Source: an optimization exercise on an open RTL-to-GDS flow (aim: small area and a short achievable clock period). Production flows keep margins and buffers that such runs may drop.
At most, simulation tests tie the RTL to the original design; equivalence was not proved.

==> build 89 <==
// iir
module iir(
    input signed [31:0] x,
    input clk,
    input reset,
    output signed [31:0] y
    );
export LEC_CHECK = 0
export CAP_MARGIN = 20
export CORE_MARGIN = 2
export CORE_UTILIZATION = 70
export SETUP_SLACK_MARGIN = 3.8
export SLEW_MARGIN = 20
export SYNTH_HIERARCHICAL = 1
create_clock -name core_clock -period 11.0 [get_ports {clk}]
standard.sh (not shown) runs the stock make flow with config.mk's settings and CLKGATE_MAP_FILE= SYNTH_SCRIPT=/design/flow/synth_recipe.tcl, a recipe that flattens the netlist after the stock synthesis.
==> flow/flow/run.sh <==
#!/bin/bash
# The standard ORFS layout with extra make settings:
#   BUFFER_PORTS_ARGS="-buffer_cell sky130_fd_sc_hd__buf_2" ABC_LOAD_IN_FF=1 CTS_ARGS="-sink_clustering_enable -repair_clock_nets -dont_use_dummy_load"
# Each ORFS step keeps its full log under orfs/logs; make's own output goes to flow.log.
set -o pipefail
bash standard.sh BUFFER_PORTS_ARGS="-buffer_cell sky130_fd_sc_hd__buf_2" ABC_LOAD_IN_FF=1 CTS_ARGS="-sink_clustering_enable -repair_clock_nets -dont_use_dummy_load" finish > flow.log 2>&1
==> trial 57: changes against build 89 <==
- SETUP_SLACK_MARGIN: 3.8 -> 4
==> results.txt <==
| metric | trial 57 | build 89 |
|---|---|---|
| Run status | no timing/DRC/antenna violations | no timing/DRC/antenna violations |
| Setup repair after global routing missed its margin | yes | no |
| Area growth from synthesis to layout | 10.0% | 9.02% |
| Worst-case clock skew | 0.0129 ns | 0.0113 ns |
| Max_slew headroom | 0.425 | 0.424 |
| Via-to-Cell Ratio | 5.70 | 5.67 |
| Share of the core filled with cells in the final layout | 0.782 | 0.775 |
| Met3 wire length | 656 um | 599 um |
| Clock period minus worst slack | 6.99 ns | 7.03 ns |
| Max Clock Freq | 143 MHz | 142 MHz |
| Multi-input logic portion of the cell area | 0.662 | 0.660 |
| Final wirelength | 15600 um | 15400 um |
| Startpoint of the most critical register-to-register path | s1[11]$_DFF_PP0_ | s1[5]$_DFF_PP0_ |
| Critical Path Most Common Cell | sky130_fd_sc_hd__o21ai_1 | sky130_fd_sc_hd__a21oi_1 |
| Share of cell area taken by flip-flops and latches | 0.213 | 0.215 |
| Layout cell share with drive strength beyond 1 | 0.121 | 0.103 |
| Critical path's largest stage delay | 0.46 ns | 0.47 ns |
| Worst hold-check slack | 0.471 ns | 0.470 ns |
| Global routing usage on met1 | 0.407 | 0.408 |
| Post-CTS clock slew at the launch and capture registers of the worst setup and hold paths | 0.07 ns | 0.06 ns |
No run of this note included a check of the RTL's function; only the layout flow was run.

==> run a <==
Another version of the RTL of iir (not shown whole).
==> flow/config.mk <==
export PLATFORM = sky130hd
export DESIGN_NAME = iir
export DESIGN_NICKNAME = iir
export VERILOG_FILES = /design/flow/design.v
export SDC_FILE = /design/flow/constraint.sdc
export NUM_CORES = 4
export LEC_CHECK = 0
export CAP_MARGIN = 20
export CORE_MARGIN = 2
export CORE_UTILIZATION = 70
export SETUP_SLACK_MARGIN = 3.5
export SLEW_MARGIN = 20
export SYNTH_HIERARCHICAL = 1
==> flow/constraint.sdc <==
create_clock -name core_clock -period 11.0 [get_ports {clk}]
set_input_delay 2.2000 -clock core_clock [delete_from_list [all_inputs] [get_ports {clk}]]
set_output_delay 2.2000 -clock core_clock [all_outputs]
set_load 0.01 [all_outputs]
==> flow/flow/run.sh <==
#!/bin/bash
# The standard ORFS layout with extra make settings:
#   BUFFER_PORTS_ARGS="-buffer_cell sky130_fd_sc_hd__buf_2" ABC_LOAD_IN_FF=1
# Each ORFS step keeps its full log under orfs/logs; make's own output goes to flow.log.
set -o pipefail
bash standard.sh BUFFER_PORTS_ARGS="-buffer_cell sky130_fd_sc_hd__buf_2" ABC_LOAD_IN_FF=1 finish > flow.log 2>&1
==> inputs of run b, as changes to run a <==
==> flow/flow/run.sh (replaced) <==
#!/bin/bash
# The standard ORFS layout with extra make settings:
#   BUFFER_PORTS_ARGS="-buffer_cell sky130_fd_sc_hd__buf_2"
# Each ORFS step keeps its full log under orfs/logs; make's own output goes to flow.log.
set -o pipefail
bash standard.sh BUFFER_PORTS_ARGS="-buffer_cell sky130_fd_sc_hd__buf_2" finish > flow.log 2>&1
- CORE_UTILIZATION: 70 -> 80
- SETUP_SLACK_MARGIN: 3.5 -> 4.3
==> inputs of run c, as changes to run a <==
==> flow/flow/run.sh (replaced) <==
#!/bin/bash
# The standard ORFS layout with extra make settings:
#   BUFFER_PORTS_ARGS="-buffer_cell sky130_fd_sc_hd__buf_2" CTS_ARGS="-sink_clustering_enable -repair_clock_nets -dont_use_dummy_load"
# Each ORFS step keeps its full log under orfs/logs; make's own output goes to flow.log.
set -o pipefail
bash standard.sh BUFFER_PORTS_ARGS="-buffer_cell sky130_fd_sc_hd__buf_2" CTS_ARGS="-sink_clustering_enable -repair_clock_nets -dont_use_dummy_load" finish > flow.log 2>&1
- CORE_UTILIZATION: 70 -> 75
- SETUP_SLACK_MARGIN: 3.5 -> 4
==> comparison <==
Clock skew: run c is higher than run a (12 ps). Of run c and run a, run a has the higher final cell count (gap about 1.2%, measured against run a). Of run c and run a, run a has the higher count of clock-buffer cells in the layout (gap 4). Of run a and run c, run c has the higher maximum frequency (gap 4.1%, measured against run c). Run b did not get past 5_1_grt on DPL-0038. Run c completed with no timing, DRC or antenna violations. Run a finished clean. Between run a and run c, the lower synthesized area is in run a (gap about 2.7%, measured against run c). Between run a and run c, the lower non-clock buffer count is in run a (gap 1). Of run a and run c, run c has the higher utilization (gap 5.7 points). In run c the die area is lower than in run a, by about 4%.
==> figures <==
| quantity | run c | run a | run b |
|---|---|---|---|
| Run status | no timing/DRC/antenna violations | no timing/DRC/antenna violations | aborted with a tool error |
| Stage where the flow stopped | - | - | 5_1_grt |
| Number of buffers inserted to repair setup after CTS | 0 | 0 | 4 |
| Final net count | 940 | 939 | - |
| Number of iterations in the first detailed-routing pass | 5 | 4 | - |
| Final count of negative-setup-slack endpoints | 0 | 0 | - |
| Tapcell Cnt | 129 | 133 | - |
| Critical path startpoint category | input pin | input pin | - |
| Arithmetic-cell share of the synthesized area counting full adders, half adders and majority gates | 40.42% | 41.55% | 40.42% |
| Synth Area in XOR/XNOR | 11.11% | 11.42% | 11.11% |
| Final min period | 6906 ps | 7198 ps | - |
| Cell variety after synth | 43 | 37 | 43 |
| Number of instances resized during post-cts repair | 0 | 0 | 23 |
| Antenna cell count | 0 | 0 | - |
| Placement row count | 35 | 36 | 34 |
| Worst setup path class | input pin to output port | input pin to output port | - |
| Post-synthesis area per instance | 11.02 um^2 | 10.72 um^2 | 11.02 um^2 |
| Hold path startpoint | s1[0]$_DFF_PP0_ | s1[0]$_DFF_PP0_ | - |
| Final-layout worst hold slack | 464.9 ps | 461.9 ps | - |
| CP required | 8800 ps | 8800 ps | - |
| Post-Route Setup TNS | 0 ps | 0 ps | - |
| Clock slew seen by the registers of the worst setup and hold paths | 70 ps | 70 ps | - |

## port drivers added, routing unchanged
The flow's constraints put no driver on any port. The routed layouts listed below were extracted and timed again, unchanged, in two steps. Step 1 (the two cells are an assumption about what drives the block):
set clk [get_ports {clk}]
set_driving_cell -lib_cell sky130_fd_sc_hd__clkbuf_16 $clk
set_driving_cell -lib_cell sky130_fd_sc_hd__buf_2 [delete_from_list [all_inputs] $clk]
Step 2, shift: input delay + t, output delay - t, t = (earliest + latest rising clock arrival at the registers) / 2. This alone moves slack from input paths to output paths. Slacks: ideal ports / drivers / drivers and shift; pairs: ideal ports / drivers.
run	shift t [ns]	setup slack, ns	worst hold slack (ns)	worst setup path at the end	latest minus earliest clock arrival (ns)
build 89	0.373	3.973 / 3.953 / 3.875	0.470 / 0.470 / 0.470	input to register	0.011 / 0.011
trial 57	0.376	4.015 / 3.996 / 3.996	0.471 / 0.471 / 0.471	input to output	0.013 / 0.013
run a	0.399	3.802 / 3.775 / 3.463	0.462 / 0.462 / 0.462	input to register	0.008 / 0.008
run c	0.375	4.094 / 4.073 / 3.929	0.465 / 0.465 / 0.465	input to register	0.019 / 0.020
After both steps every run listed still meets setup and hold. The setup slack of run a, which loses most, moves by -0.027 ns with the drivers and by -0.339 ns with both steps.
